This is an optimization exercise on Yosys and OpenROAD, whose aim is small area, a short achievable clock period and few clock cycles per item, not a production implementation. RTL that was checked went through simulation tests only; none was proved equivalent to the original. The RTL of runs 1 to 4 was laid out without a check of its function. Power is estimated from default activity; no workload was simulated.

**flow/config.mk**
```make
export PLATFORM = sky130hd
export DESIGN_NAME = argmax16
export DESIGN_NICKNAME = argmax16
export VERILOG_FILES = /design/flow/design.v
export SDC_FILE = /design/flow/constraint.sdc
export NUM_CORES = 4
export LEC_CHECK = 0
export CAP_MARGIN = 20
export CORE_MARGIN = 2
export CORE_UTILIZATION = 55
export CTS_BUF_LIST = sky130_fd_sc_hd__clkbuf_4 sky130_fd_sc_hd__clkbuf_8
export SETUP_SLACK_MARGIN = 4.3
export SLEW_MARGIN = 20
```
**flow/constraint.sdc**
```tcl
create_clock -name core_clock -period 8.5 [get_ports {clk}]
set_input_delay 1.7000 -clock core_clock [delete_from_list [all_inputs] [get_ports {clk}]]
set_output_delay 1.7000 -clock core_clock [all_outputs]
set_load 0.01 [all_outputs]
```
**flow/design.v**
```verilog
module comparator #(
  parameter int DW = 16,
  parameter int HB = 3
) (
  input  logic [3:0][DW-1:0] val,
  output logic [3:0]         win,
  output logic [DW-1:0]      o_val
);
  localparam int LB = DW - HB;
  function automatic logic greater(input logic [LB-1:0] a, input logic [LB-1:0] b);
    logic c;
    c = 1'b0;
    for (int k = 0; k < LB; k++) c = (a[k] & ~b[k]) | ((a[k] | ~b[k]) & c);
    greater = c;
  endfunction
  logic [3:0]      cand;         
  logic            any;
  logic [3:0]      bits;
  logic [3:0][3:0] beats;        
  always_comb begin
    cand = 4'b1111;
    for (int k = DW - 1; k >= LB; k--) begin
      for (int i = 0; i < 4; i++) bits[i] = val[i][k];
      any  = |(cand & bits);
      cand = cand & (bits | {4{~any}});
    end
  end
  always_comb begin
    beats = '0;
    for (int i = 0; i < 4; i++)
      for (int j = i + 1; j < 4; j++) begin
        beats[i][j] = greater(val[i][LB-1:0], val[j][LB-1:0]);
        beats[j][i] = ~beats[i][j];
      end
    for (int i = 0; i < 4; i++) begin
      win[i] = cand[i];
      for (int j = 0; j < 4; j++)
        if (j != i) win[i] = win[i] & (~cand[j] | beats[i][j]);
    end
  end
  always_comb begin
    o_val = '0;
    for (int i = 0; i < 4; i++) o_val |= {DW{win[i]}} & val[i];
  end
endmodule
module argmax4_tree #(
  parameter int DW = 16
) (
  input  logic [3:0][DW-1:0] val,
  output logic [1:0]         pos
);
  function automatic logic greater(input logic [DW-1:0] a, input logic [DW-1:0] b);
    logic c;
    c = 1'b0;
    for (int k = 0; k < DW; k++) c = (a[k] & ~b[k]) | ((a[k] | ~b[k]) & c);
    greater = c;
  endfunction
  logic          lo_a, hi_a, top_a;    
  logic [DW-1:0] lo_v, hi_v;
  assign lo_a  = greater(val[0], val[1]);
  assign hi_a  = greater(val[2], val[3]);
  assign lo_v  = lo_a ? val[0] : val[1];
  assign hi_v  = hi_a ? val[2] : val[3];
  assign top_a = greater(lo_v, hi_v);
  assign pos   = top_a ? {1'b0, ~lo_a} : {1'b1, ~hi_a};
endmodule
module argmax16 #(
  parameter int HBG = 3     
) (
  input  logic         clk,
  input  logic         rstn,        
  input  logic         in_valid,
  input  logic [255:0] in_data,     
  output logic         out_valid,
  output logic [3:0]   out_idx
);
  logic             valid_q;
  logic [3:0][15:0] gval, gval_q;    
  logic [3:0][3:0]  gwin;            
  logic [3:0][1:0]  gidx, gidx_q;    
  logic [1:0]       gpos;            
  logic [3:0]       idx_c;
  always_ff @(posedge clk or negedge rstn) begin
    if (!rstn) begin
      valid_q   <= 1'b0;
      out_valid <= 1'b0;
    end else begin
      valid_q   <= in_valid;
      out_valid <= valid_q;
    end
  end
  for (genvar g = 0; g < 4; g++) begin : g_grp
    comparator #(.DW(16), .HB(HBG)) u_grp (
      .val   (in_data[64*g +: 64]),
      .win   (gwin[g]),
      .o_val (gval[g])
    );
    assign gidx[g][1] = gwin[g][3] | gwin[g][2];
    assign gidx[g][0] = gwin[g][3] | gwin[g][1];
  end
  always_ff @(posedge clk) begin
    gval_q <= gval;
    gidx_q <= gidx;
  end
  argmax4_tree #(.DW(16)) u_top (
    .val (gval_q),
    .pos (gpos)
  );
  assign idx_c = {gpos, gidx_q[gpos]};
  always_ff @(posedge clk) out_idx <= idx_c;
endmodule
```
**flow/flow/run.sh**
```bash
#!/bin/bash
# Standard ORFS layout, with the port buffers made of sky130 buf cells
# instead of the delay buffer buffer_ports picks by default.
set -e
export BUFFER_PORTS_ARGS="-buffer_cell sky130_fd_sc_hd__buf_1"
bash standard.sh > standard.log 2>&1
```
**flow/standard.sh**
```bash
#!/bin/bash
# synth_recipe.tcl (not shown) runs the flow's synth.tcl, then flattens the netlist and writes it again
# the make line also repeats each setting of config.mk as NAME=value (left out here)
make -C /OpenROAD-flow-scripts/flow DESIGN_CONFIG=/design/flow/config.mk WORK_HOME=/design/flow/orfs CLKGATE_MAP_FILE= SYNTH_SCRIPT=/design/flow/synth_recipe.tcl "${@:-finish}"
```
==> out/metrics.csv, run 1 <==
metric,value,unit
wire_per_inst,18.48,µm
grt_max_degree,20,
die_h,140.8,µm
clock_latency,390,ps
grt_busiest_layer,met2,
worst-endpoint-required,8780,ps
dp_hpwl,26.50,mm
hold_buffers,0,
synth_top_area_share,14.78,%
cp_data_arrival_time,5000,ps
slowest_stage,a222oi_1,
power_density,142.8,nW/µm²
first_pass_iters,8,
routed_via_density,6.489,
antenna_found_initial,0,
ys_seq_area_share,15.26,%
port_buffers,263,
die_area,19830,µm²
drt_drc_violations_left,0,
status,finished clean,
synth_cells,1509,
vdd_drop_max,0.08761,mV
crit_type,primary input to flop,
cts_tree,built,
setup_tns,0,ps
drtAntennaViolNets,0,
layout-drive-gt1-share,22.58,%
met3_usage,5.808,%
multi_input_area,9092,µm²
diodes,0,
final_common_cell,buf_1,
async_reset_ff_share,2.564,%
fill_cells,1467,
hold_start,valid_q,
crit_path_end_kind,flop,
synth_fp_nets,1768,
grtUsageMet1,46.83,%
utilization,74.70,%
startpoint_type,primary input,
slew-limit-headroom,40.99,%
cp_num_buf_inv,1,
path_delay_family,adder cells,
register_area,1572,µm²
hp-class,flop to flop,
cpPeakStageDelay,390,ps
htreeDepth,3,
clock-sinks,78,
report.final.slew_viol_count,0,
cts_root_buffer,clkbuf_8,
most-common-layout-cells,"buf_1, inv_1, nand2_1",
worstPathMaxFanout,6,
initial_core_util,55.59,%
finalHoldViolations,0,
cp_common_cell,maj3_2,
io_pins,264,
synth_flop_cell,dfxtp_1,
cap_violations,0,
numCtsBuffers,9,
place.gp.congestion,0.9571,
yosysTopAreaCell,dfxtp_1,
row_count,50,
overflow,0,
p_leak,5.521,nW
finClkSkew,17.49,ps
setup_viol,0,
ys_types,79,
worst_pin_slew,874.0,ps
wirelength,38.12,mm
finalCritPeriodShare,55.55,%
vias,13390,
nNetsFinal,2083,
clkTransAtPathRegs,100,ps
max_freq,211.8,MHz
syn_to_final_growth,34.37,%
synthTopCellsByArea,"dfxtp_1, maj3_1, inv_1",
synth_seq_cells,78,
globalRouteMet2Util,56.25,%
synth-edff-count,0,
fp.coreArea,18520,µm²
grt_pass1_vias,11890,
period_minus_slack,4721,ps
drtIter0Drc,1247,
critPathLaunch,in_data[0],
ff2ff_setup_slack,4550,ps
netlist_area,10290,µm²
synth_area_per_cell,6.822,µm²
dieWidth,140.8,µm
crit_chain,"buf_8, nor2b_4, maj3_2, maj3_2, maj3_2, a221o_1, maj3_2, maj3_2, maj3_2, o21bai_4, a2111o_1, a31oi_4, a222oi_1, nand2_1",
rsz0062_at_grt,yes,
grt_usage,34.27,%
synth-warning-count,3,
clockBufferDepth,2,
rr_startpoint,gval_q[40],
grt_pass1_wl,57.39,mm
[synthesized netlist by cell type, types with 6 or more instances]
cell       number
nor3b_1         8
a31oi_1        16
maj3_2         13
clkbuf_1       26
o311a_1         7
nand2b_1       53
o21ai_0        61
a22o_1          6
nor3_1         30
a21boi_0       12
o21a_1          7
nand2_1       192
inv_1         205
nor2_1        121
mux2_2          8
o22ai_1        36
nor4_1          6
nand3_1        27
a2111oi_0      10
o211ai_1       27
dfxtp_1        76
a211o_1         9
a221oi_1       20
a22oi_1        32
maj3_1        116
mux2i_1        20
o2111ai_1      27
a211oi_1       15
and3_1         10
a221o_1        18
a222oi_1       25
buf_2           6
a21oi_1        86
o21ai_1        13
nor2b_1        35
o221ai_1       23
a32o_1         12
[power by group]
group / leakage (nW) / internal, mW / switching [mW]
clock network: 0.0968 / 0.139 / 0.163
registers: 0.659 / 0.448 / 0.0715
logic: 4.77 / 0.510 / 0.644
[state kept, by name, summed over array words and instances, names as in the netlist]
signal and cells:
gidx_q 8, out_idx 4, out_valid 1, gval_q 64
valid_q 1
[worst register-to-register path, stage by stage (launching register included)]
cell     delay [ps]
dfxtp_1         440
nor2b_1          80
maj3_1          350
and2_1          170
nor4_2          390
a211o_1         230
and3_4          380
mux2_1          390
nor3_1          210
o21ai_1          80
a211o_1         300
a211o_1         300
maj3_2          360
a22oi_1         190
[layout make-up]
cell class / instances / area share [%]
clock buffers: 9 / 0.8954
clock inverters: 7 / 0.5789
inverters: 210 / 5.807
multi-input cells: 1189 / 65.73
flip-flops and latches: 78 / 11.36
well taps: 234 / 2.116
repair buffers: 336 / 13.51
[per-stage QoR]
step / hold slack (ps) / power (mW) / cell area (µm²) / cells / setup slack, ps
floorplan: 331.2 / 1.173 / 10590 / 1509 / 3634
global placement: 341.6 / 1.426 / 11640 / 1973 / 3255
detailed placement: 353.1 / 1.437 / 11650 / 1973 / 3187
CTS: 376.9 / 1.827 / 12720 / 2022 / 3819
global route: 384.2 / 2.091 / 13830 / 2063 / 3674
finish: 369.8 / 1.975 / 13830 / 2063 / 3779
[timing repair]
| item | CTS | global route |
|---|---|---|
| setup buffers | 28 | 36 |
| pin swaps | 67 | 120 |
| setup endpoints to repair | 66 | 65 |
| resized for setup | 133 | 230 |
| cloned | 5 | 5 |
[cell families (layout without fill, tap and decap cells)]
| family | Yosys count | after routing | synth area share [%] |
|---|---|---|---|
| AND/OR/NAND/NOR | 509 | 509 | 22.99 |
| flip-flops | 78 | 78 | 15.26 |
| adder cells (fa/ha/maj) | 129 | 129 | 12.70 |
| multiplexers | 30 | 30 | 3.038 |
| AO/OA/AOI/OAI | 516 | 521 | 36.70 |
| buffers and inverters | 247 | 562 | 9.297 |
[metal layers]
| metal | up-vias | share of wire [%] | routed length [µm] |
|---|---|---|---|
| met5 | - | 0 | 0 |
| met4 | 0 | 2.7 | 1024 |
| met3 | 113 | 9.0 | 3437 |
| met2 | 740 | 46 | 17470 |
| met1 | 6233 | 42 | 16190 |
| li1 | 6300 | - | - |
[path summary, 6_finish.rpt]
check,to,depth (start not counted)
min reg2reg,out_valid,0
max,gval_q[10],14
max in group asynchronous,valid_q,1
min,out_valid,0
max reg2reg,out_idx[2],13
min in group asynchronous,out_valid,1
==> inputs of run 2 (changes only) <==
==> flow/design.v (replaced) <==
module comparator #(
  parameter int DW = 16,
  parameter int HB = 3
) (
  input  logic [3:0][DW-1:0]  val,
  output logic [3:0]          win,
  output logic [HB-1:0]       o_high,
  output logic [DW-HB-1:0]    o_low
);
  localparam int LB = DW - HB;
  function automatic logic greater(input logic [LB-1:0] a, input logic [LB-1:0] b);
    logic c;
    c = 1'b0;
    for (int k = 0; k < LB; k++) c = (a[k] & ~b[k]) | ((a[k] | ~b[k]) & c);
    greater = c;
  endfunction
  logic [3:0]      cand;         
  logic [3:0]      bits;
  logic [3:0][3:0] beats;        
  always_comb begin
    cand = 4'b1111;
    for (int k = HB - 1; k >= 0; k--) begin
      for (int i = 0; i < 4; i++) bits[i] = val[i][LB + k];
      o_high[k] = |(cand & bits);
      cand = cand & (bits | {4{~o_high[k]}});
    end
  end
  always_comb begin
    beats = '0;
    for (int i = 0; i < 4; i++)
      for (int j = i + 1; j < 4; j++) begin
        beats[i][j] = greater(val[i][LB-1:0], val[j][LB-1:0]);
        beats[j][i] = ~beats[i][j];
      end
    for (int i = 0; i < 4; i++) begin
      win[i] = cand[i];
      for (int j = 0; j < 4; j++)
        if (j != i) win[i] = win[i] & (~cand[j] | beats[i][j]);
    end
  end
  always_comb begin
    o_low = '0;
    for (int i = 0; i < 4; i++) o_low |= {LB{win[i]}} & val[i][LB-1:0];
  end
endmodule
module argmax4_tree #(
  parameter int DW = 13
) (
  input  logic [3:0][DW-1:0] val,
  input  logic [3:0]         flag,
  output logic [1:0]         pos
);
  function automatic logic greater(input logic [DW-1:0] a, input logic [DW-1:0] b);
    logic c;
    c = 1'b0;
    for (int k = 0; k < DW; k++) c = (a[k] & ~b[k]) | ((a[k] | ~b[k]) & c);
    greater = c;
  endfunction
  logic          lo_a, hi_a, top_a;    
  logic [DW-1:0] lo_v, hi_v;
  logic          lo_f, hi_f;
  assign lo_a  = flag[0] & (~flag[1] | greater(val[0], val[1]));
  assign hi_a  = flag[2] & (~flag[3] | greater(val[2], val[3]));
  assign lo_v  = lo_a ? val[0] : val[1];
  assign hi_v  = hi_a ? val[2] : val[3];
  assign lo_f  = flag[0] | flag[1];
  assign hi_f  = flag[2] | flag[3];
  assign top_a = lo_f & (~hi_f | greater(lo_v, hi_v));
  assign pos   = top_a ? {1'b0, ~lo_a} : {1'b1, ~hi_a};
endmodule
module argmax16 #(
  parameter int HB = 3      
) (
  input  logic         clk,
  input  logic         rstn,        
  input  logic         in_valid,
  input  logic [255:0] in_data,     
  output logic         out_valid,
  output logic [3:0]   out_idx
);
  localparam int LB = 16 - HB;
  logic                valid_q;
  logic [3:0][HB-1:0]  ghigh;             
  logic [3:0][LB-1:0]  glow, glow_q;      
  logic [3:0][3:0]     gwin;              
  logic [3:0][1:0]     gidx, gidx_q;      
  logic [3:0]          gflag, gflag_q;    
  logic [3:0]          hbits;
  logic                hany;
  logic [1:0]          gpos;              
  always_ff @(posedge clk or negedge rstn) begin
    if (!rstn) begin
      valid_q   <= 1'b0;
      out_valid <= 1'b0;
    end else begin
      valid_q   <= in_valid;
      out_valid <= valid_q;
    end
  end
  for (genvar g = 0; g < 4; g++) begin : g_grp
    comparator #(.DW(16), .HB(HB)) u_grp (
      .val    (in_data[64*g +: 64]),
      .win    (gwin[g]),
      .o_high (ghigh[g]),
      .o_low  (glow[g])
    );
    assign gidx[g][1] = gwin[g][3] | gwin[g][2];
    assign gidx[g][0] = gwin[g][3] | gwin[g][1];
  end
  always_comb begin
    gflag = 4'b1111;
    for (int k = HB - 1; k >= 0; k--) begin
      for (int g = 0; g < 4; g++) hbits[g] = ghigh[g][k];
      hany  = |(gflag & hbits);
      gflag = gflag & (hbits | {4{~hany}});
    end
  end
  always_ff @(posedge clk) begin
    glow_q  <= glow;
    gidx_q  <= gidx;
    gflag_q <= gflag;
  end
  argmax4_tree #(.DW(LB)) u_top (
    .val  (glow_q),
    .flag (gflag_q),
    .pos  (gpos)
  );
  always_ff @(posedge clk) out_idx <= {gpos, gidx_q[gpos]};
endmodule
==> run 2 against run 1 <==
Net effect: final area shrank 1.9%; critical path depth shrank 1; fmax grew 7.1%; hold slack lost 4.2 ps; count of clock-buffer cells in the layout grew 4; via count grew 6.1%; clock skew shrank 9.8 ps; cell count grew 5.0%; synthesized cell count grew 8.0%; largest cell class unchanged; sequential share of layout area shrank 0.96 points; setup slack gained 310 ps; non-clock buffer count shrank 33.
==> out/metrics.csv, run 2 <==
metric,value,unit,change
synth_fp_nets,1888,,was 1768
largest_reg_flops,52,,was 64
synthTopCellsByArea,"dfxtp_1, maj3_1, inv_1",,unchanged
p_leak,5.224,nW,was 5.521 nW
finalPower,1.862,mW,was 1.975 mW
synth_seq_cells,70,,was 78
htreeDepth,3,,unchanged
cap_violations,0,,unchanged
fp.coreArea,19590,µm²,was 18520 µm²
syn_to_final_growth,22.75,%,was 34.37%
slowest_stage,maj3_2,,was a222oi_1
clock-sinks,70,,was 78
cp-endpoint,glow_q[4],,was gval_q[10]
cts_tree,built,,unchanged
row_count,51,,was 50
setup_tns,0,ps,unchanged
die_area,21240,µm²,was 19830 µm²
hold_buffers,0,,unchanged
critPathLaunch,in_data[48],,was in_data[0]
drtIter0Drc,1232,,was 1247
most-common-layout-cells,"buf_1, inv_1, nand2_1",,unchanged
numCtsBuffers,9,,unchanged
diodes,0,,unchanged
cp_num_buf_inv,2,,was 1
initial_core_util,56.41,%,was 55.59%
die_h,145.7,µm,was 140.8 µm
path_delay_family,adder cells,,unchanged
vias,14210,,was 13390
synth_flop_cell,dfxtp_1,,unchanged
power_density,137.3,nW/µm²,was 142.8 nW/µm²
setup_viol,0,,unchanged
fin_cells,2167,,was 2063
vdd_drop_max,0.09161,mV,was 0.08761 mV
place.gp.congestion,0.9752,,was 0.9571
rsz0062_at_grt,yes,,unchanged
utilization,69.24,%,was 74.70%
port_buffers,263,,unchanged
synth-warning-count,3,,unchanged
final_common_cell,buf_1,,unchanged
top_register,glow_q,,was gval_q
cp_common_cell,maj3_2,,unchanged
period_minus_slack,4409,ps,was 4721 ps
synth_area_per_cell,6.784,µm²,was 6.822 µm²
wirelength,38.84,mm,was 38.12 mm
crit_path_end_kind,flop,,unchanged
synth-edff-count,0,,unchanged
grt_max_degree,25,,was 20
status,finished clean,,unchanged
yosysTopAreaCell,dfxtp_1,,unchanged
synthTopCellsByCount,"inv_1, nand2_1, nor2_1, a21oi_1, maj3_1",,"was inv_1, nand2_1, nor2_1, maj3_1, a21oi_1"
worst_pin_slew,752.2,ps,was 874.0 ps
clockBufferDepth,2,,unchanged
fill_cells,1775,,was 1467
dieWidth,145.7,µm,was 140.8 µm
clock_latency,350,ps,was 390 ps
grt_pass1_wl,62.56,mm,was 57.39 mm
setup_slack,4091,ps,was 3779 ps
synth_cells,1629,,was 1509
pre_cts_ws,3370,ps,was 3187 ps
first_pass_iters,6,,was 8
io_pins,264,,unchanged
finClkSkew,7.648,ps,was 17.49 ps
ys_types,93,,was 79
max_freq,226.8,MHz,was 211.8 MHz
layout-drive-gt1-share,12.78,%,was 22.58%
cts_root_buffer,clkbuf_8,,unchanged
top_regs,"glow_q (52), gidx_q (8)",,"was gval_q (64), gidx_q (8), out_idx (4)"
nNetsFinal,2156,,was 2083
crit_chain,"buf_8, nand2b_4, maj3_2, maj3_2, maj3_2, a211o_1, maj3_2, a2111oi_4, or4b_4, nor3b_4, buf_12, a22o_1, a221o_1",,"was buf_8, nor2b_4, maj3_2, maj3_2, maj3_2, a221o_1, maj3_2, maj3_2, maj3_2, o21bai_4, a2111o_1, a31oi_4, a222oi_1, nand2_1"
dp_hpwl,30.08,mm,was 26.50 mm
grt_usage,34.20,%,was 34.27%
async_reset_ff_share,2.857,%,was 2.564%
yosysMostFrequentCell,inv_1,,unchanged
slew-limit-headroom,49.43,%,was 40.99%
synth_top_area_share,12.32,%,was 14.78%
crit_type,primary input to flop,,unchanged
worstPathMaxFanout,11,,was 6
rr_startpoint,glow_q[10],,was gval_q[40]
report.final.slew_viol_count,0,,unchanged
finalHoldViolations,0,,unchanged
netlist_area,11050,µm²,was 10290 µm²
ff2ff_path_depth,11,,was 13
worst-endpoint-required,8730,ps,was 8780 ps
ff2ff_setup_slack,4810,ps,was 4550 ps
ys_seq_area_share,12.77,%,was 15.26%
critical_path_depth,13,,was 14
startpoint_type,primary input,,unchanged
drtAntennaViolNets,0,,unchanged
overflow,0,,unchanged
cpPeakStageDelay,340,ps,was 390 ps
drt_drc_violations_left,0,,unchanged
routed_via_density,6.556,,was 6.489
cp_data_arrival_time,4640,ps,was 5000 ps
finalCritPeriodShare,51.87,%,was 55.55%
clkTransAtPathRegs,80,ps,was 100 ps
reg2reg_to,out_idx[0],,was out_idx[2]
grt_pass1_vias,12920,,was 11890
dp_cells,2117,,was 1973
antenna_found_initial,0,,unchanged
wire_per_inst,17.92,µm,was 18.48 µm
hp-class,flop to flop,,unchanged
## run 2: worst reg2reg max path, cell delays in order (launching register included)
cell	delay (ps)
dfxtp_1	420
nor2b_1	250
a2111oi_0	110
nor4_1	370
nor2_1	150
nor2_2	570
mux2_1	430
and3_1	200
maj3_1	370
a211o_1	240
o211ai_1	310
o211ai_1	150
## run 2: per-stage QoR
stage | hold slack [ps] | instance area, µm²
finish | 365.5 | 13560
global route | 380.9 | 13560
CTS | 367.3 | 13080
detailed placement | 350.4 | 12430
global placement | 335.9 | 12430
floorplan | 331.2 | 11310
## run 2: layout make-up
type / instances / area, µm² / share of cell area, %
clock inverters: 3 / 17.52 / 0.1291
clock buffers: 13 / 172.7 / 1.273
repair buffers: 303 / 1483 / 10.93
flip-flops and latches: 70 / 1411 / 10.40
inverters: 203 / 762.0 / 5.618
well taps: 265 / 331.6 / 2.444
multi-input cells: 1310 / 9387 / 69.20
## run 2: power breakdown
| part | internal, mW | leakage (nW) | switching (mW) | total [mW] |
|---|---|---|---|---|
| sequential | 0.407 | 0.593 | 0.0642 | 0.472 |
| combinational | 0.477 | 4.53 | 0.658 | 1.14 |
| clock | 0.132 | 0.0988 | 0.123 | 0.255 |
## run 2: routing by layer
metal / track usage (%) / vias up / wire, µm
met5: 0 / - / 0
met3: 4.201 / 117 / 2790
met4: 9.902 / 0 / 1300
met1: 44.38 / 6615 / 16150
met2: 59.50 / 693 / 18590
li1: - / 6782 / -
## run 2: cell families (layout without fill, tap and decap cells)
logic type	after synthesis	in the layout	synth area share (%)
AOI/OAI and AO/OA	656	656	43.15
adders and majority gates	104	104	9.511
buffers and inverters	249	522	8.764
DFF	70	70	12.77
muxes	8	8	0.7812
and+or+nand+nor	542	542	25.02
## run 2: how the worst min path moves through the flow
| stage | startpoint | to | slack (ps) | cells after the start |
|---|---|---|---|---|
| after global routing | valid_q | out_valid | 380 | 0 |
| after floorplan | valid_q | out_valid | 330 | 0 |
| after detailed placement | valid_q | out_valid | 350 | 0 |
| final | valid_q | out_valid | 370 | 0 |
| after CTS | valid_q | out_valid | 370 | 0 |
| after global placement | valid_q | out_valid | 340 | 0 |
## run 2: timing repair
| item | in CTS | in global routing |
|---|---|---|
| endpoints found under the hold margin | 0 | 0 |
| gates cloned | 2 | 2 |
| gates resized for setup | 52 | 105 |
| endpoints found under the setup margin | 60 | 63 |
| setup buffers | 24 | 6 |
| pin swaps | 19 | 31 |
==> inputs of run 3 (changes only) <==
--- a/flow/design.v
+++ b/flow/design.v
@@ -43,12 +43,12 @@
     for (int i = 0; i < 4; i++) o_low |= {LB{win[i]}} & val[i][LB-1:0];
   end
 endmodule
-module argmax4_tree #(
+module argmax4_flat #(
   parameter int DW = 13
 ) (
   input  logic [3:0][DW-1:0] val,
   input  logic [3:0]         flag,
-  output logic [1:0]         pos
+  output logic [3:0]         win
 );
   function automatic logic greater(input logic [DW-1:0] a, input logic [DW-1:0] b);
     logic c;
@@ -56,20 +56,23 @@
     for (int k = 0; k < DW; k++) c = (a[k] & ~b[k]) | ((a[k] | ~b[k]) & c);
     greater = c;
   endfunction
-  logic          lo_a, hi_a, top_a;    
-  logic [DW-1:0] lo_v, hi_v;
-  logic          lo_f, hi_f;
-  assign lo_a  = flag[0] & (~flag[1] | greater(val[0], val[1]));
-  assign hi_a  = flag[2] & (~flag[3] | greater(val[2], val[3]));
-  assign lo_v  = lo_a ? val[0] : val[1];
-  assign hi_v  = hi_a ? val[2] : val[3];
-  assign lo_f  = flag[0] | flag[1];
-  assign hi_f  = flag[2] | flag[3];
-  assign top_a = lo_f & (~hi_f | greater(lo_v, hi_v));
-  assign pos   = top_a ? {1'b0, ~lo_a} : {1'b1, ~hi_a};
+  logic [3:0][3:0] beats;        
+  always_comb begin
+    beats = '0;
+    for (int i = 0; i < 4; i++)
+      for (int j = i + 1; j < 4; j++) begin
+        beats[i][j] = greater(val[i], val[j]);
+        beats[j][i] = ~beats[i][j];
+      end
+    for (int i = 0; i < 4; i++) begin
+      win[i] = flag[i];
+      for (int j = 0; j < 4; j++)
+        if (j != i) win[i] = win[i] & (~flag[j] | beats[i][j]);
+    end
+  end
 endmodule
 module argmax16 #(
-  parameter int HB = 3      
+  parameter int HB = 2      
 ) (
   input  logic         clk,
   input  logic         rstn,        
@@ -87,7 +90,8 @@
   logic [3:0]          gflag, gflag_q;    
   logic [3:0]          hbits;
   logic                hany;
-  logic [1:0]          gpos;              
+  logic [3:0]          win;               
+  logic [3:0]          idx_c;
   always_ff @(posedge clk or negedge rstn) begin
     if (!rstn) begin
       valid_q   <= 1'b0;
@@ -120,10 +124,16 @@
     gidx_q  <= gidx;
     gflag_q <= gflag;
   end
-  argmax4_tree #(.DW(LB)) u_top (
+  argmax4_flat #(.DW(LB)) u_top (
     .val  (glow_q),
     .flag (gflag_q),
-    .pos  (gpos)
+    .win  (win)
   );
-  always_ff @(posedge clk) out_idx <= {gpos, gidx_q[gpos]};
+  always_comb begin
+    idx_c[3] = win[3] | win[2];
+    idx_c[2] = win[3] | win[1];
+    idx_c[1:0] = '0;
+    for (int g = 0; g < 4; g++) idx_c[1:0] |= {2{win[g]}} & gidx_q[g];
+  end
+  always_ff @(posedge clk) out_idx <= idx_c;
 endmodule
==> run 3 against run 2 <==
Net effect: largest cell class unchanged; hold slack better by 8.8 ps; final area down 5.1%; synthesized cell count down 0.74%; largest power group unchanged.
==> out/metrics.csv, run 3 <==
metric,value,unit,change
dp_hpwl,32.34,mm,was 30.08 mm
die_area,21240,µm²,about the same
finalCritPeriodShare,49.41,%,was 51.87%
layout-drive-gt1-share,6.197,%,was 12.78%
cap_violations,0,,unchanged
routed_via_density,6.728,,was 6.556
ys_types,75,,was 93
report.final.slew_viol_count,0,,unchanged
die_h,145.8,µm,was 145.7 µm
yosysMostFrequentCell,inv_1,,unchanged
synth_cells,1617,,was 1629
p_leak,4.914,nW,was 5.224 nW
slew-limit-headroom,45.34,%,was 49.43%
wire_per_inst,19.40,µm,was 17.92 µm
io_pins,264,,unchanged
rsz0062_at_grt,yes,,unchanged
first_pass_iters,11,,was 6
setup_viol,0,,unchanged
synth_top_family_by_area,compound AO/OA/AOI/OAI gates,,unchanged
synthTopCellsByCount,"inv_1, maj3_1, nand2_1, nor2_1, o21ai_0",,"was inv_1, nand2_1, nor2_1, a21oi_1, maj3_1"
initial_core_util,56.42,%,was 56.41%
startpoint_type,primary input,,unchanged
async_reset_ff_share,2.703,%,was 2.857%
cts_root_buffer,clkbuf_8,,unchanged
overflow,0,,unchanged
max_freq,238.1,MHz,was 226.8 MHz
synthMuxAreaShare,0,%,was 0.7813%
cpPeakStageDelay,610,ps,was 340 ps
diodes,0,,unchanged
clock_latency,380,ps,was 350 ps
setup_tns,0,ps,unchanged
syn_to_final_growth,16.46,%,was 22.75%
numCtsBuffers,9,,unchanged
clock-sinks,74,,was 70
cts_tree,built,,unchanged
dieWidth,145.8,µm,was 145.7 µm
synth_fa_ha_area_share,12.74,%,was 9.511%
clockBufferDepth,2,,unchanged
vdd_drop_max,0.08743,mV,was 0.09161 mV
intPower,0.9320,mW,was 1.017 mW
cp_common_cell,maj3_2,,unchanged
setup_slack,4300,ps,was 4091 ps
synth_area_per_cell,6.835,µm²,was 6.784 µm²
pwr-share-clk,15.0,%,was 13.7%
power_density,136.2,nW/µm²,was 137.3 nW/µm²
clkTransAtPathRegs,90,ps,was 80 ps
synth_xor_area_share,0,%,unchanged
finalHoldViolations,0,,unchanged
vias,14380,,was 14210
top_register,glow_q,,unchanged
crit_path_end_kind,flop,,unchanged
final_common_cell,buf_1,,unchanged
ys_seq_area_share,13.49,%,was 12.77%
row_count,51,,unchanged
most-common-layout-cells,"buf_1, inv_1, maj3_1",,"was buf_1, inv_1, nand2_1"
synthTopCellsByArea,"dfxtp_1, maj3_1, inv_1",,unchanged
synth_compound_area_share,40.84,%,was 43.15%
status,finished clean,,unchanged
hp-class,flop to flop,,unchanged
grt_max_degree,17,,was 25
wirelength,41.45,mm,was 38.84 mm
yosysTopAreaCell,dfxtp_1,,unchanged
fill_cells,1910,,was 1775
drtAntennaViolNets,0,,unchanged
switchingPower,0.8216,mW,was 0.8452 mW
holdWs,374.3,ps,was 365.5 ps
place.gp.congestion,1.020,,was 0.9752
period_minus_slack,4200,ps,was 4409 ps
drt_drc_violations_left,0,,unchanged
synth-edff-count,0,,unchanged
synth_fp_nets,1876,,was 1888
synth_seq_cells,74,,was 70
crit_type,primary input to flop,,unchanged
utilization,65.70,%,was 69.24%
synth_flop_cell,dfxtp_1,,unchanged
port_buffers,263,,unchanged
worstPathMaxFanout,7,,was 11
largest_reg_flops,56,,was 52
htreeDepth,3,,unchanged
worst-endpoint-required,8840,ps,was 8730 ps
grt_usage,36.46,%,was 34.20%
nNetsFinal,2126,,was 2156
slowest_stage,a2111o_2,,was maj3_2
netlist_area,11050,µm²,about the same
drtIter0Drc,2050,,was 1232
antenna_found_initial,0,,unchanged
grt_pass1_wl,65.23,mm,was 62.56 mm
swShare,46.85,%,was 45.40%
cp_data_arrival_time,4540,ps,was 4640 ps
p_comb_share,54.6,%,was 61.0%
hold_buffers,0,,unchanged
finClkSkew,6.919,ps,was 7.648 ps
worst_pin_slew,799.2,ps,was 752.2 ps
fp.coreArea,19590,µm²,unchanged
pre_cts_ws,3467,ps,was 3370 ps
synth_top_area_share,13.04,%,was 12.32%
top_regs,"glow_q (56), gidx_q (8)",,"was glow_q (52), gidx_q (8)"
grt_pass1_vias,13080,,was 12920
synth-warning-count,3,,unchanged
crit_chain,"clkbuf_2, nor2b_4, maj3_2, maj3_2, maj3_2, a211o_1, maj3_2, a2111o_2, o32ai_2, a221o_1",,"was buf_8, nand2b_4, maj3_2, maj3_2, maj3_2, a211o_1, maj3_2, a2111oi_4, or4b_4, nor3b_4, buf_12, a22o_1, a221o_1"
p_seq_share,30.4,%,was 25.3%
synthSimpleGateAreaFrac,23.14,%,was 25.02%
-- run 3: routing by layer --
metal	up-vias	routed length (µm)	global-route usage [%]	share of wire [%]
li1	6713	-	-	-
met1	6567	16850	49.11	41
met2	967	18630	58.35	45
met3	130	4689	7.085	11
met4	0	1272	12.40	3.1
met5	-	0	0	0
-- run 3: power by group through the flow --
stage / clock [mW] / sequential (mW) / combinational [mW]
2_1_floorplan: 0 / 0.486 / 0.625
3_3_place_gp: 0 / 0.538 / 0.876
3_5_place_dp: 0 / 0.535 / 0.884
4_1_cts: 0.264 / 0.529 / 0.901
5_1_grt: 0.277 / 0.540 / 1.04
6_report: 0.263 / 0.533 / 0.958
-- run 3: layout make-up --
| cell class | instances | area [µm²] | area share, % |
|---|---|---|---|
| clock buffer | 10 | 137.6 | 1.069 |
| clock inverter | 6 | 41.29 | 0.3208 |
| sequential | 74 | 1491 | 11.59 |
| tap | 265 | 331.6 | 2.576 |
| timing repair buffer | 282 | 1164 | 9.041 |
| inverter | 239 | 897.1 | 6.970 |
| multi-input combinational | 1261 | 8808 | 68.44 |
-- run 3: cells by family (layout without fill, tap and decap cells) --
kind of cell | Yosys count | count (layout)
flip-flops | 74 | 74
AND/OR/NAND/NOR | 511 | 511
adder cells (fa/ha/maj) | 140 | 140
AO/OA/AOI/OAI | 609 | 610
buffers and inverters | 283 | 537
-- run 3: path summary, 6_finish.rpt --
check	startpoint	endpoint	slack [ps]	cells past startpoint
worst max-delay path	in_data[0]	glow_q[1]	4300	10
worst min-delay path	valid_q	out_valid	370	0
worst max register to register	glow_q[42]	out_idx[0]	5490	9
worst min register to register	valid_q	out_valid	370	0
max in group asynchronous	rstn	valid_q	7290	1
min in group asynchronous	rstn	out_valid	1090	1
-- run 3: critical path: cells and delay by family --
family	cells	cell delay (ps)
adders and majority gates	4	1290
AOI/OAI and AO/OA	4	1290
and+or+nand+nor	1	130
buffers and inverters	1	120
-- run 3: timing repair --
item,4_1_cts,5_1_grt
pin swaps,3,20
gates cloned,1,1
gates resized for setup,18,53
setup endpoints to repair,62,58
buffers inserted,2,9
-- run 3: stage by stage --
stage / std cells / total power [mW] / cell area, µm²
5_1_grt: 2137 / 1.861 / 12870
2_1_floorplan: 1617 / 1.111 / 11050
6_report: 2137 / 1.754 / 12870
3_5_place_dp: 2108 / 1.419 / 12260
4_1_cts: 2127 / 1.693 / 12560
3_3_place_gp: 2108 / 1.414 / 12250
==> inputs of run 4 (changes only) <==
--- a/flow/design.v
+++ b/flow/design.v
@@ -72,7 +72,7 @@
   end
 endmodule
 module argmax16 #(
-  parameter int HB = 2      
+  parameter int HB = 4      
 ) (
   input  logic         clk,
   input  logic         rstn,        
==> run 4 against run 3 <==
Net effect: via count decreased by 2.5%; non-clock buffer count grew 77; fmax shrank 6.6%; wire length fell by 0.72%; hold slack got worse by 20 ps; combinational power grew 29%; register-to-register slack got worse by 190 ps; clock skew increased by 0.54 ps; area after synthesis fell by 4.5%; power rose by 15%; die area fell by 4.3%; sequential share of layout area fell by 2.3 points; largest power group unchanged; highest routed layer unchanged.
==> out/metrics.csv, run 4 <==
metric,value,unit,change
crit_path_end_kind,flop,,unchanged
wirelength,41.15,mm,was 41.45 mm
dieWidth,142.6,µm,was 145.8 µm
routed_via_density,6.837,,was 6.728
status,finished clean,,unchanged
top_regs,"glow_q (48), gidx_q (8)",,"was glow_q (56), gidx_q (8)"
clkTransAtPathRegs,70,ps,was 90 ps
place.gp.congestion,0.9909,,was 1.020
synth_cells,1474,,was 1617
max_freq,222.3,MHz,was 238.1 MHz
top_register,glow_q,,unchanged
final_common_cell,buf_1,,unchanged
row_count,50,,was 51
setup_tns,0,ps,unchanged
netlist_area,10560,µm²,was 11050 µm²
numCtsBuffers,9,,unchanged
synth_flop_cell,dfxtp_1,,unchanged
synth_area_per_cell,7.163,µm²,was 6.835 µm²
slew-limit-headroom,48.17,%,was 45.34%
io_pins,264,,unchanged
synth_xor_area_share,0,%,unchanged
initial_core_util,56.26,%,was 56.42%
synth_fa_ha_area_share,11.07,%,was 12.74%
finalCritPeriodShare,52.91,%,was 49.41%
drtIter0Drc,1697,,was 2050
diodes,0,,unchanged
synth-warning-count,3,,unchanged
overflow,0,,unchanged
synth_compound_area_share,45.43,%,was 40.84%
worst_pin_slew,757.8,ps,was 799.2 ps
yosysMostFrequentCell,inv_1,,unchanged
layout-drive-gt1-share,22.30,%,was 6.197%
drtAntennaViolNets,0,,unchanged
ys_types,97,,was 75
clock-sinks,66,,was 74
antenna_found_initial,0,,unchanged
crit_type,primary input to flop,,unchanged
cap_violations,0,,unchanged
fp.coreArea,18770,µm²,was 19590 µm²
hp-class,flop to flop,,unchanged
htreeDepth,3,,unchanged
finalPower,2.020,mW,was 1.754 mW
wire_per_inst,20.07,µm,was 19.40 µm
power_density,140.7,nW/µm²,was 136.2 nW/µm²
synth_top_area_share,12.13,%,was 13.04%
setup_viol,0,,unchanged
dp_hpwl,28.37,mm,was 32.34 mm
clock_latency,350,ps,was 380 ps
p_leak,5.486,nW,was 4.914 nW
cts_root_buffer,clkbuf_8,,unchanged
vias,14020,,was 14380
hold_buffers,0,,unchanged
synthSimpleGateAreaFrac,21.98,%,was 23.14%
async_reset_ff_share,3.030,%,was 2.703%
report.final.slew_viol_count,0,,unchanged
grt_usage,35.59,%,was 36.46%
startpoint_type,primary input,,unchanged
synth_fp_nets,1733,,was 1876
syn_to_final_growth,35.98,%,was 16.46%
most-common-layout-cells,"buf_1, inv_1, nand2_1",,"was buf_1, inv_1, maj3_1"
synth-edff-count,0,,unchanged
synthTopCellsByArea,"dfxtp_1, maj3_1, inv_1",,unchanged
vdd_drop_max,0.08752,mV,was 0.08743 mV
first_pass_iters,9,,was 11
synth_top_family_by_area,compound AO/OA/AOI/OAI gates,,unchanged
finClkSkew,7.459,ps,was 6.919 ps
synthTopCellsByCount,"inv_1, nand2_1, maj3_1, nor2_1, o21ai_0",,"was inv_1, maj3_1, nand2_1, nor2_1, o21ai_0"
nNetsFinal,2070,,was 2126
die_h,142.6,µm,was 145.8 µm
grt_pass1_vias,12190,,was 13080
ys_seq_area_share,12.61,%,was 13.49%
finalHoldViolations,0,,unchanged
die_area,20320,µm²,was 21240 µm²
synth_seq_cells,66,,was 74
rsz0062_at_grt,yes,,unchanged
period_minus_slack,4498,ps,was 4200 ps
grt_pass1_wl,59.91,mm,was 65.23 mm
port_buffers,263,,unchanged
clockBufferDepth,2,,unchanged
yosysTopAreaCell,dfxtp_1,,unchanged
grt_max_degree,14,,was 17
worst-endpoint-required,8790,ps,was 8840 ps
drt_drc_violations_left,0,,unchanged
cp_data_arrival_time,4780,ps,was 4540 ps
synthMuxAreaShare,0,%,unchanged
worstPathMaxFanout,5,,was 7
cts_tree,built,,unchanged
largest_reg_flops,48,,was 56
run 4: path summary, 6_finish.rpt:
check | slack, ps | cells past startpoint | start | to
setup / recovery | 4000 | 14 | in_data[95] | glow_q[23]
hold / removal | 350 | 0 | valid_q | out_valid
setup reg to reg | 5300 | 11 | glow_q[36] | out_idx[0]
hold reg to reg | 350 | 0 | valid_q | out_valid
max in group asynchronous | 7200 | 1 | rstn | valid_q
min in group asynchronous | 1140 | 1 | rstn | out_valid
run 4: per-layer routing:
layer | global-route usage [%] | routed length (µm)
met1 | 47.16 | 15970
met2 | 60.78 | 19660
met3 | 3.869 | 3863
met4 | 10.84 | 1656
met5 | 0 | 0
run 4: cell type report:
| type | count | area, µm² |
|---|---|---|
| fillers | 1474 | 4410 |
| repair buffers | 359 | 2107 |
| multi-input cells | 1177 | 9668 |
| inverters | 198 | 743.2 |
| clock inverters | 2 | 35.03 |
| clock buffers | 14 | 180.2 |
| flip-flops and latches | 66 | 1331 |
| well taps | 234 | 292.8 |
run 4: what timing repair did:
action                                  4_1_cts  5_1_grt
endpoints found under the setup margin       60       60
setup buffers                                56       32
gates resized for setup                     154      192
cloned                                        4        6
pin swaps                                    84       90
run 4: where the power goes:
part           switching (mW)  total [mW]  internal [mW]
Combinational           0.675        1.24          0.568
Clock                   0.113       0.278          0.166
Sequential              0.103       0.498          0.395
Total                   0.891        2.02           1.13
run 4: through the flow:
stage	setup slack [ps]	utilization [%]	cell area [µm²]	cells	hold slack, ps
final	4002	76.50	14360	2050	354.2
after global routing	3937	76.50	14360	2050	381.7
after CTS	4234	70.69	13270	2012	355.5
after detailed placement	3181	63.14	11850	1936	339.7
after global placement	3200	63.14	11850	1936	334.6
after floorplan	4044	-	10860	1474	331.2
run 4: cell families after synthesis:
kind of cell,after synthesis
AO/OA/AOI/OAI,602
AND/OR/NAND/NOR,456
buffers and inverters,234
adder cells (fa/ha/maj),116
flip-flops,66
run 4: critical path, cell delays in order:
cell	delay, ps
buf_12	110
or4b_4	570
nand2_4	90
a211oi_4	50
a21o_1	280
buf_6	150
a21boi_4	170
a32oi_1	150
a41oi_2	330
buf_4	190
o32ai_4	110
buf_4	170
a2111oi_0	500
or3_1	210
==> inputs of run 5 (changes only) <==
--- a/flow/design.v
+++ b/flow/design.v
@@ -72,7 +72,7 @@
   end
 endmodule
 module argmax16 #(
-  parameter int HB = 4      
+  parameter int HB = 3      
 ) (
   input  logic         clk,
   input  logic         rstn,        
--- a/flow/config.mk
+++ b/flow/config.mk
@@ -9,5 +9,5 @@
 export CORE_MARGIN = 2
 export CORE_UTILIZATION = 55
 export CTS_BUF_LIST = sky130_fd_sc_hd__clkbuf_4 sky130_fd_sc_hd__clkbuf_8
-export SETUP_SLACK_MARGIN = 4.3
+export SETUP_SLACK_MARGIN = 4.6
 export SLEW_MARGIN = 20
==> run 5 against run 4 <==
Net effect: first-iteration DRC count is 26% lower; wire length fell by 6.7%; die area decreased by 1.8%; register-to-register slack better by 250 ps.
==> out/metrics.csv, run 5 <==
metric,value,unit,change
status,finished clean,,unchanged
cts_root_buffer,clkbuf_8,,unchanged
crit_type,primary input to flop,,unchanged
die_area,19950,µm²,was 20320 µm²
slowest_stage,maj3_2,,was or4b_4
cap_violations,0,,unchanged
synth_area_per_cell,7.001,µm²,was 7.163 µm²
routed_via_density,6.621,,was 6.837
drtIter0Drc,1257,,was 1697
overflow,0,,unchanged
drtAntennaViolNets,0,,unchanged
setup_tns,0,ps,unchanged
syn_to_final_growth,28.74,%,was 35.98%
worstPathMaxFanout,7,,was 5
final_common_cell,inv_1,,was buf_1
setup_slack,4470,ps,was 4002 ps
ys_types,86,,was 97
synthTopCellsByCount,"inv_1, maj3_1, nand2_1, nor2_1, a21oi_1",,"was inv_1, nand2_1, maj3_1, nor2_1, o21ai_0"
clock-sinks,70,,was 66
worst-endpoint-required,8750,ps,was 8790 ps
dieWidth,141.3,µm,was 142.6 µm
synth_fp_nets,1739,,was 1733
synth_compound_area_share,41.98,%,was 45.43%
cts_tree,built,,unchanged
vdd_drop_max,0.07998,mV,was 0.08752 mV
diodes,0,,unchanged
wire_per_inst,19.15,µm,was 20.07 µm
rsz0062_at_grt,yes,,unchanged
top_register,glow_q,,unchanged
wirelength,38.40,mm,was 41.15 mm
top_regs,"glow_q (52), gidx_q (8)",,"was glow_q (48), gidx_q (8)"
synth_top_family_by_area,compound AO/OA/AOI/OAI gates,,unchanged
port_buffers,263,,unchanged
synth-warning-count,3,,unchanged
startpoint_type,primary input,,unchanged
htreeDepth,3,,unchanged
place.gp.congestion,0.9752,,was 0.9909
synthMuxAreaShare,0,%,unchanged
synth_fa_ha_area_share,13.02,%,was 11.07%
nNetsFinal,2025,,was 2070
grt_usage,35.72,%,was 35.59%
slew-limit-headroom,53.59,%,was 48.17%
antenna_found_initial,0,,unchanged
synth-edff-count,0,,unchanged
synthSimpleGateAreaFrac,21.99,%,was 21.98%
max_freq,248.1,MHz,was 222.3 MHz
hold_buffers,0,,unchanged
synth_cells,1480,,was 1474
initial_core_util,55.76,%,was 56.26%
layout-drive-gt1-share,19.03,%,was 22.30%
finClkSkew,13.82,ps,was 7.459 ps
drt_drc_violations_left,0,,unchanged
synth_top_area_share,13.14,%,was 12.13%
grt_max_degree,15,,was 14
vias,13280,,was 14020
crit_path_end_kind,flop,,unchanged
path_delay_family,adder cells,,was compound AO/OA/AOI/OAI gates
async_reset_ff_share,2.857,%,was 3.030%
most-common-layout-cells,"inv_1, buf_1, nand2_1",,"was buf_1, inv_1, nand2_1"
io_pins,264,,unchanged
synthTopCellsByArea,"dfxtp_1, maj3_1, inv_1",,unchanged
finalCritPeriodShare,47.41,%,was 52.91%
clkTransAtPathRegs,80,ps,was 70 ps
pre_cts_ws,3758,ps,was 3181 ps
worst_pin_slew,689.7,ps,was 757.8 ps
clock_latency,380,ps,was 350 ps
clockBufferDepth,2,,unchanged
synth_xor_area_share,0,%,unchanged
cpPeakStageDelay,330,ps,was 570 ps
netlist_area,10360,µm²,was 10560 µm²
report.final.slew_viol_count,0,,unchanged
ys_seq_area_share,13.62,%,was 12.61%
grt_pass1_wl,59.03,mm,was 59.91 mm
hp-class,flop to flop,,unchanged
period_minus_slack,4030,ps,was 4498 ps
largest_reg_flops,52,,was 48
power_density,141.9,nW/µm²,was 140.7 nW/µm²
row_count,50,,unchanged
p_leak,5.211,nW,was 5.486 nW
crit_chain,"buf_8, nor2b_4, maj3_2, maj3_2, maj3_2, o41ai_4, maj3_2, a21oi_4, o2111a_2, a22o_1, a221o_1",,"was buf_12, or4b_4, nand2_4, a211oi_4, a21o_1, buf_6, a21boi_4, a32oi_1, a41oi_2, buf_4, o32ai_4, buf_4, a2111oi_0, or3_1"
setup_viol,0,,unchanged
finalHoldViolations,0,,unchanged
first_pass_iters,8,,was 9
cp_num_buf_inv,1,,was 4
die_h,141.3,µm,was 142.6 µm
cp_common_cell,maj3_2,,was buf_4
grt_pass1_vias,12000,,was 12190
fp.coreArea,18580,µm²,was 18770 µm²
synth_seq_cells,70,,was 66
dp_hpwl,28.17,mm,was 28.37 mm
synth_flop_cell,dfxtp_1,,unchanged
cp_data_arrival_time,4280,ps,was 4780 ps
yosysMostFrequentCell,inv_1,,unchanged
yosysTopAreaCell,dfxtp_1,,unchanged
numCtsBuffers,9,,unchanged
==> run 5: worst register-to-register path, cell delays in order, from the launching register on <==
cell	delay, ps
dfxtp_1	370
nor2b_1	160
maj3_1	380
a221oi_1	370
a211oi_1	130
o22ai_1	190
nand3_1	100
maj3_1	370
maj3_1	400
a211o_1	310
o211ai_1	90
==> run 5: repair_timing <==
item,in CTS,in global routing
cloned,7,2
endpoints found under the setup margin,64,61
pin swaps,33,70
gates resized for setup,106,156
endpoints found under the hold margin,0,0
setup buffers,19,23
==> run 5: cells by family (layout without fill, tap and decap cells) <==
group,count (synthesis),after routing
buffers and inverters,249,534
AOI/OAI and AO/OA,580,585
adders and majority gates,133,133
DFF,70,70
and+or+nand+nor,448,449
==> run 5: where the power goes <==
| group | total (mW) | leakage [nW] | switching (mW) | internal [mW] |
|---|---|---|---|---|
| clock | 0.344 | 0.122 | 0.133 | 0.211 |
| sequential | 0.505 | 0.594 | 0.0976 | 0.407 |
| combinational | 1.04 | 4.50 | 0.582 | 0.462 |
==> run 5: final timing paths <==
path | endpoint | cells past startpoint | slack [ps] | startpoint
worst min register to register | out_valid | 0 | 370 | valid_q
min in group asynchronous | valid_q | 1 | 1090 | rstn
worst max register to register | out_idx[0] | 10 | 5550 | glow_q[0]
worst min-delay path | out_valid | 0 | 370 | valid_q
worst max-delay path | glow_q[18] | 11 | 4470 | in_data[64]
max in group asynchronous | out_valid | 1 | 7290 | rstn
==> run 5: layout make-up <==
cell class,count,area [µm²]
clock buffer,11,151.4
multi-input combinational,1167,9009
clock inverter,5,105.1
tap,234,292.8
inverter,209,787.0
timing repair buffer,309,1583
sequential,70,1411
fill,1624,5241
==> run 5: layer usage <==
| metal | global-route usage [%] | up-vias | part of all wire (%) | wire (µm) |
|---|---|---|---|---|
| li1 | - | 6255 | - | - |
| met1 | 47.75 | 6166 | 42 | 16000 |
| met2 | 56.57 | 752 | 45 | 17330 |
| met3 | 7.425 | 103 | 9.7 | 3740 |
| met4 | 13.89 | 0 | 3.4 | 1319 |
| met5 | 0 | - | 0 | 0 |
==> run 5: stage by stage <==
step	util, %	power, mW	cell area [µm²]	cells	hold slack, ps
after floorplan	-	1.103	10620	1480	331.2
after global placement	62.67	1.363	11640	1938	343.8
after detailed placement	62.67	1.371	11640	1938	341.7
after CTS	67.72	1.795	12580	1980	374.0
after global routing	71.79	2.002	13340	2005	375.5
final	71.79	1.893	13340	2005	371.6
Testbench counts of run 5, summed over its fixed seeds: cycles 8,208, items 8,192.
==> inputs of run 6 (changes only) <==
--- a/flow/config.mk
+++ b/flow/config.mk
@@ -9,5 +9,5 @@
 export CORE_MARGIN = 2
 export CORE_UTILIZATION = 55
 export CTS_BUF_LIST = sky130_fd_sc_hd__clkbuf_4 sky130_fd_sc_hd__clkbuf_8
-export SETUP_SLACK_MARGIN = 4.6
+export SETUP_SLACK_MARGIN = 4.15
 export SLEW_MARGIN = 20
==> run 6 against run 5 <==
Net effect: flip-flop and latch count is the same; hold slack lost 4.1 ps; fmax shrank 5.8%; critical path type unchanged; largest cell class unchanged.
==> out/metrics.csv, run 6 <==
metric,value,unit,change
status,finished clean,,unchanged
synth_seq_cells,70,,unchanged
path_delay_family,compound AO/OA/AOI/OAI gates,,was adder cells
dieWidth,141.3,µm,unchanged
synth-edff-count,0,,unchanged
fill_cells,1778,,was 1624
first_pass_iters,10,,was 8
netlist_area,10360,µm²,unchanged
synth_area_per_cell,7.001,µm²,unchanged
numCtsBuffers,9,,unchanged
worst_pin_slew,1021,ps,was 689.7 ps
overflow,0,,unchanged
cp_num_buf_inv,1,,unchanged
top_register,glow_q,,unchanged
critical_path_depth,11,,unchanged
max_freq,233.8,MHz,was 248.1 MHz
synth_fp_nets,1739,,unchanged
drt_drc_violations_left,0,,unchanged
synthMuxAreaShare,0,%,unchanged
finalPower,1.671,mW,was 1.893 mW
most-common-layout-cells,"buf_1, inv_1, maj3_1",,"was inv_1, buf_1, nand2_1"
drtAntennaViolNets,0,,unchanged
finalCritPeriodShare,50.31,%,was 47.41%
clock-sinks,70,,unchanged
port_buffers,263,,unchanged
vdd_drop_max,0.06775,mV,was 0.07998 mV
worst-endpoint-required,8750,ps,about the same
grt_pass1_vias,11520,,was 12000
synth_top_area_share,13.14,%,unchanged
diodes,0,,unchanged
cts_root_buffer,clkbuf_8,,unchanged
hp-class,flop to flop,,unchanged
slowest_stage,o2111a_1,,was maj3_2
synth_flop_cell,dfxtp_1,,unchanged
cpPeakStageDelay,360,ps,was 330 ps
syn_to_final_growth,14.70,%,was 28.74%
drtIter0Drc,1293,,was 1257
ff2ff_path_depth,10,,unchanged
nNetsFinal,1983,,was 2025
crit_chain,"clkbuf_2, nor2b_1, maj3_2, maj3_2, maj3_2, o41ai_4, maj3_2, a21oi_2, o2111a_1, a22o_1, a221o_1",,"was buf_8, nor2b_4, maj3_2, maj3_2, maj3_2, o41ai_4, maj3_2, a21oi_4, o2111a_2, a22o_1, a221o_1"
top_regs,"glow_q (52), gidx_q (8)",,unchanged
routed_via_density,6.555,,was 6.621
synthSimpleGateAreaFrac,21.99,%,unchanged
synth-warning-count,3,,unchanged
synth_top_family_by_area,compound AO/OA/AOI/OAI gates,,unchanged
grt_max_degree,16,,was 15
cap_violations,0,,unchanged
wirelength,35.71,mm,was 38.40 mm
rr_startpoint,glow_q[26],,was glow_q[0]
setup_tns,0,ps,unchanged
ff2ff_setup_slack,5430,ps,was 5550 ps
cp_data_arrival_time,4530,ps,was 4280 ps
htreeDepth,3,,unchanged
antenna_found_initial,0,,unchanged
fp.coreArea,18580,µm²,unchanged
ys_seq_area_share,13.62,%,unchanged
initial_core_util,55.76,%,unchanged
place.gp.congestion,1.029,,was 0.9752
clock_latency,360,ps,was 380 ps
yosysMostFrequentCell,inv_1,,unchanged
io_pins,264,,unchanged
synth_xor_area_share,0,%,unchanged
async_reset_ff_share,2.857,%,unchanged
setup_viol,0,,unchanged
crit_type,primary input to flop,,unchanged
cts_tree,built,,unchanged
dp_hpwl,28.49,mm,was 28.17 mm
synth_compound_area_share,41.98,%,unchanged
synthTopCellsByCount,"inv_1, maj3_1, nand2_1, nor2_1, a21oi_1",,unchanged
cp-endpoint,glow_q[16],,was glow_q[18]
rsz0062_at_grt,yes,,unchanged
layout-drive-gt1-share,4.858,%,was 19.03%
report.final.slew_viol_count,0,,unchanged
ys_types,86,,unchanged
clkTransAtPathRegs,70,ps,was 80 ps
startpoint_type,primary input,,unchanged
finClkSkew,10.86,ps,was 13.82 ps
final_common_cell,buf_1,,was inv_1
clockBufferDepth,2,,unchanged
vias,12870,,was 13280
synthTopCellsByArea,"dfxtp_1, maj3_1, inv_1",,unchanged
crit_path_end_kind,flop,,unchanged
grt_usage,33.88,%,was 35.72%
period_minus_slack,4276,ps,was 4030 ps
yosysTopAreaCell,dfxtp_1,,unchanged
reg2reg_to,out_idx[0],,unchanged
critPathLaunch,in_data[64],,unchanged
die_area,19950,µm²,unchanged
synth_fa_ha_area_share,13.02,%,unchanged
slew-limit-headroom,31.28,%,was 53.59%
wire_per_inst,18.19,µm,was 19.15 µm
power_density,140.6,nW/µm²,was 141.9 nW/µm²
largest_reg_flops,52,,unchanged
finalHoldViolations,0,,unchanged
p_leak,4.507,nW,was 5.211 nW
worstPathMaxFanout,6,,was 7
die_h,141.3,µm,unchanged
row_count,50,,unchanged
grt_pass1_wl,56.50,mm,was 59.03 mm
synth_cells,1480,,unchanged
cp_common_cell,maj3_2,,unchanged
[run 6: cell counts after synthesis]
No cell type changed its count.
[run 6: cells by family (layout without fill, tap and decap cells)]
| kind of cell | count (synthesis) | count (layout) |
|---|---|---|
| flops | 70 | 70 |
| buf+inv | 249 | 497 |
| compound gates | 580 | 581 |
| simple gates | 448 | 448 |
| fa+ha+maj | 133 | 133 |
[run 6: power by group]
group          leakage, nW  switching (mW)  internal [mW]
sequential           0.594           0.101          0.407
combinational         3.81           0.515          0.384
clock                0.105           0.121          0.143
total                 4.51           0.737          0.934
[run 6: final cells by class]
type | count | area [µm²] | share of cell area (%)
clock buffers | 16 | 195.2 | 1.642
repair buffers | 272 | 1070 | 9.002
well taps | 234 | 292.8 | 2.464
multi-input cells | 1162 | 8130 | 68.41
flip-flops and latches | 70 | 1411 | 11.88
inverters | 209 | 784.5 | 6.601
[run 6: worst min-delay path by stage]
stage	slack, ps	startpoint	cells past startpoint	endpoint
2_1_floorplan	330	valid_q	0	out_valid
3_3_place_gp	340	valid_q	0	out_valid
3_5_place_dp	340	valid_q	0	out_valid
4_1_cts	370	valid_q	0	out_valid
5_1_grt	370	valid_q	0	out_valid
6_report	370	valid_q	0	out_valid
[run 6: what timing repair did]
item | CTS | global route
pin swaps | 2 | 5
hold buffers | 0 | 0
gates cloned | 0 | 1
resized for setup | 9 | 20
buffers inserted | 3 | 4
endpoints found under the setup margin | 56 | 57
[run 6: through the flow]
step	instance area (µm²)	utilization [%]	hold slack, ps	worst slack, ps	instances
after global placement	11470	61.72	341.9	3354	1939
final	11880	63.96	367.5	4224	1963
after CTS	11750	63.23	371.1	4162	1958
after global routing	11880	63.96	374.8	4153	1963
after detailed placement	11470	61.72	341.7	3375	1939
after floorplan	10360	-	331.2	4231	1480
[run 6: routing by layer]
metal	global-route usage [%]	wire, µm	vias up
li1	-	-	6138
met1	46.19	15330	5952
met2	56.13	16310	699
met3	4.489	3247	78
met4	9.789	818	0
met5	0	0	-
==> inputs of run 7 (changes only) <==
--- a/flow/config.mk
+++ b/flow/config.mk
@@ -7,7 +7,7 @@
 export LEC_CHECK = 0
 export CAP_MARGIN = 20
 export CORE_MARGIN = 2
-export CORE_UTILIZATION = 55
+export CORE_UTILIZATION = 62
 export CTS_BUF_LIST = sky130_fd_sc_hd__clkbuf_4 sky130_fd_sc_hd__clkbuf_8
-export SETUP_SLACK_MARGIN = 4.15
+export SETUP_SLACK_MARGIN = 4.3
 export SLEW_MARGIN = 20
==> run 7 against run 6 <==
Net effect: still clean on timing, DRC and antenna; power rose by 2.6%; register-to-register slack barely moved; via count rose by 3.9%; flip-flop and latch count did not move; clock power barely moved; first-iteration DRC count rose by 23%; area after synthesis did not move; hold slack got worse by 9.4 ps; clock skew rose by 1.6 ps; final area rose by 2.2%; critical endpoint is now glow_q[38]; largest power group unchanged; highest routed layer is now met5.
==> out/metrics.csv, run 7 <==
metric,value,unit,change
status,finished clean,,unchanged
finalCritPeriodShare,49.80,%,was 50.31%
routed_via_density,6.817,,was 6.555
setup_viol,0,,unchanged
grt_max_degree,16,,unchanged
netlist_area,10360,µm²,unchanged
clkTransAtPathRegs,80,ps,was 70 ps
io_pins,264,,unchanged
synth_area_per_cell,7.001,µm²,unchanged
hold_buffers,0,,unchanged
first_pass_iters,7,,was 10
holdWs,358.1,ps,was 367.5 ps
diodes,0,,unchanged
layout-drive-gt1-share,7.237,%,was 4.858%
cap_violations,0,,unchanged
cp_data_arrival_time,4560,ps,was 4530 ps
clock_latency,380,ps,was 360 ps
report.final.slew_viol_count,0,,unchanged
fp.coreArea,16470,µm²,was 18580 µm²
worst_pin_slew,710.4,ps,was 1021 ps
slew-limit-headroom,52.20,%,was 31.28%
worst-endpoint-required,8830,ps,was 8750 ps
power_density,141.2,nW/µm²,was 140.6 nW/µm²
die_h,133.3,µm,was 141.3 µm
register_area,1411,µm²,unchanged
ff2ff_path_depth,10,,unchanged
wirelength,36.91,mm,was 35.71 mm
largest_reg_flops,52,,unchanged
hp-class,flop to flop,,unchanged
synth_top_area_share,13.14,%,unchanged
min_path_cells,0,,unchanged
synth_cells,1480,,unchanged
vdd_drop_max,0.08650,mV,was 0.06775 mV
stdcell_area,12140,µm²,was 11880 µm²
dieWidth,133.3,µm,was 141.3 µm
grt_pass1_vias,11880,,was 11520
place.gp.congestion,0.9886,,was 1.029
synthTopCellsByArea,"dfxtp_1, maj3_1, inv_1",,unchanged
cts_tree,built,,unchanged
htreeDepth,3,,unchanged
synth_top_family_by_area,compound AO/OA/AOI/OAI gates,,unchanged
async_reset_ff_share,2.857,%,unchanged
port_buffers,263,,unchanged
hold_end,out_valid,,unchanged
reg2reg_to,out_idx[1],,was out_idx[0]
synth_compound_area_share,41.98,%,unchanged
row_count,47,,was 50
synth_xor_area_share,0,%,unchanged
top_regs,"glow_q (52), gidx_q (8)",,unchanged
dpl-instance-area,11480,µm²,was 11470 µm²
overflow,0,,unchanged
syn_to_final_growth,17.20,%,was 14.70%
finalHoldViolations,0,,unchanged
fill_cells,1461,,was 1778
most-common-layout-cells,"buf_1, inv_1, maj3_1",,unchanged
finClkSkew,12.45,ps,was 10.86 ps
synth-edff-count,0,,unchanged
vias,13370,,was 12870
startpoint_type,primary input,,unchanged
dp_cells,1925,,was 1939
die_area,17760,µm²,was 19950 µm²
initial_core_util,62.93,%,was 55.76%
period_minus_slack,4233,ps,was 4276 ps
synth_fp_nets,1739,,unchanged
synth-warning-count,3,,unchanged
synthSimpleGateAreaFrac,21.99,%,unchanged
grt_pass1_wl,57.54,mm,was 56.50 mm
final_common_cell,buf_1,,unchanged
drtAntennaViolNets,0,,unchanged
yosysTopAreaCell,dfxtp_1,,unchanged
nNetsFinal,1995,,was 1983
crit_path_end_kind,flop,,unchanged
synth_seq_cells,70,,unchanged
grt_usage,38.70,%,was 33.88%
antenna_found_initial,1,,was 0
ys_types,86,,unchanged
top_register,glow_q,,unchanged
hold_start,valid_q,,unchanged
dp_hpwl,27.99,mm,was 28.49 mm
synthMuxAreaShare,0,%,unchanged
clockBufferDepth,2,,unchanged
synth_fa_ha_area_share,13.02,%,unchanged
rr_startpoint,glow_q[32],,was glow_q[26]
fin_cells,1961,,was 1963
worstPathMaxFanout,7,,was 6
ff2ff_setup_slack,5420,ps,was 5430 ps
numCtsBuffers,9,,unchanged
max_freq,236.2,MHz,was 233.8 MHz
rsz0062_at_grt,yes,,unchanged
drt_drc_violations_left,0,,unchanged
ys_seq_area_share,13.62,%,unchanged
multi_input_area,8285,µm²,was 8130 µm²
cts_root_buffer,clkbuf_8,,unchanged
setup_tns,0,ps,unchanged
synth_flop_cell,dfxtp_1,,unchanged
clock-sinks,70,,unchanged
drtIter0Drc,1591,,was 1293
wire_per_inst,18.82,µm,was 18.19 µm
crit_type,primary input to flop,,unchanged
yosysMostFrequentCell,inv_1,,unchanged
synthTopCellsByCount,"inv_1, maj3_1, nand2_1, nor2_1, a21oi_1",,unchanged
p_leak,4.624,nW,was 4.507 nW
-- run 7: changes by cell type in the layout (fill, tap and decap cells not counted), sizes merged --
| cell | delta |
|---|---|
| buf | +2 |
| clkbuf | +7 |
| nor2b | +1 |
| o21ai | +1 |
| clkinv | +1 |
-- run 7: timing repair --
action | in CTS | in global routing
resized for setup | 16 | 45
pin swaps | 3 | 11
setup buffers | 4 | 11
setup endpoints to repair | 58 | 63
cloned | 1 | 4
-- run 7: final cells by class --
type	count	area share (%)
sequential	70	11.62
tap	220	2.267
timing repair buffer	282	9.881
clock buffer	15	1.494
clock inverter	1	0.04122
inverter	209	6.461
multi-input combinational	1164	68.23
-- run 7: worst max-delay path by stage --
stage | from | to | slack, ps | cells after the start
3_5_place_dp | in_data[191] | glow_q[28] | 3390 | 11
5_1_grt | in_data[95] | glow_q[16] | 4270 | 11
4_1_cts | in_data[5] | glow_q[2] | 4310 | 11
6_report | in_data[137] | glow_q[38] | 4270 | 11
3_3_place_gp | in_data[191] | glow_q[27] | 3470 | 11
2_1_floorplan | in_data[247] | glow_q[48] | 4300 | 12
-- run 7: through the flow --
step / util [%] / power, mW / worst slack, ps
6_report: 73.75 / 1.714 / 4267
3_3_place_gp: 69.73 / 1.348 / 3471
4_1_cts: 71.79 / 1.642 / 4307
5_1_grt: 73.75 / 1.817 / 4269
3_5_place_dp: 69.73 / 1.361 / 3385
2_1_floorplan: - / 1.084 / 4301
-- run 7: layer usage --
metal	share of wire [%]	vias to the layer above	routed length [µm]	track usage, %
met5	0.043	-	16	0
met4	3.7	2	1374	13.71
met3	12	152	4359	8.371
met2	45	913	16690	63.69
met1	39	6130	14460	50.06
li1	-	6172	-	-
-- run 7: logic make-up (layout without fill, tap and decap cells) --
kind of cell	Yosys count	in the layout
buffers and inverters	249	507
adder cells (fa/ha/maj)	133	133
flip-flops	70	70
AO/OA/AOI/OAI	580	582
AND/OR/NAND/NOR	448	449
-- run 7: worst max-delay path, stage by stage --
cell and delay, ps:
buf_1 180, nor2b_1 190, maj3_1 370, maj3_1 390
maj3_1 360, o21bai_1 210, a221oi_1 450, nand2_1 160
a31oi_1 210, a2bb2oi_1 180, a221o_1 140
-- run 7: report_power, final --
part,switching (mW),internal (mW)
sequential,0.103,0.407
combinational,0.538,0.403
clock,0.127,0.135
total,0.769,0.946

static timing again, ports no longer ideal:
No port has a modelled driver above. Below, the same layouts with a new extraction and two added sets of constraints.
Step 1, drivers: a clkbuf_16 drives clk and a buf_2 each remaining input, both assumed.
Step 2, shift: input delay + t, output delay - t, t = (earliest + latest rising clock arrival at the registers) / 2. This alone moves slack from input paths to output paths.
Three values: no drivers, after step 1, after step 2; two values: the first two.
run | shift t [ns] | slack for setup (ns) | hold WS [ns] | clock arrival spread, ns | worst data-port slew with drivers (ns)
run 1 | 0.419 | 3.779 / 3.778 / 3.359 | 0.370 / 0.370 / 0.370 | 0.018 / 0.018 | 0.06
run 2 | 0.376 | 4.091 / 4.075 / 3.700 | 0.366 / 0.366 / 0.366 | 0.011 / 0.011 | 0.06
run 3 | 0.409 | 4.300 / 4.307 / 3.898 | 0.374 / 0.374 / 0.374 | 0.013 / 0.013 | 0.05
run 4 | 0.387 | 4.002 / 3.971 / 3.585 | 0.354 / 0.354 / 0.354 | 0.009 / 0.009 | 0.11
run 5 | 0.408 | 4.470 / 4.467 / 4.059 | 0.372 / 0.372 / 0.372 | 0.016 / 0.016 | 0.05
run 6 | 0.398 | 4.224 / 4.242 / 3.844 | 0.367 / 0.367 / 0.367 | 0.012 / 0.011 | 0.04
run 7 | 0.417 | 4.267 / 4.287 / 3.870 | 0.358 / 0.358 / 0.358 | 0.014 / 0.014 | 0.04
After both steps setup and hold are still met in every run listed. The setup slack of run 1, which loses most, moves by -0.001 ns with the drivers and by -0.420 ns with both steps.
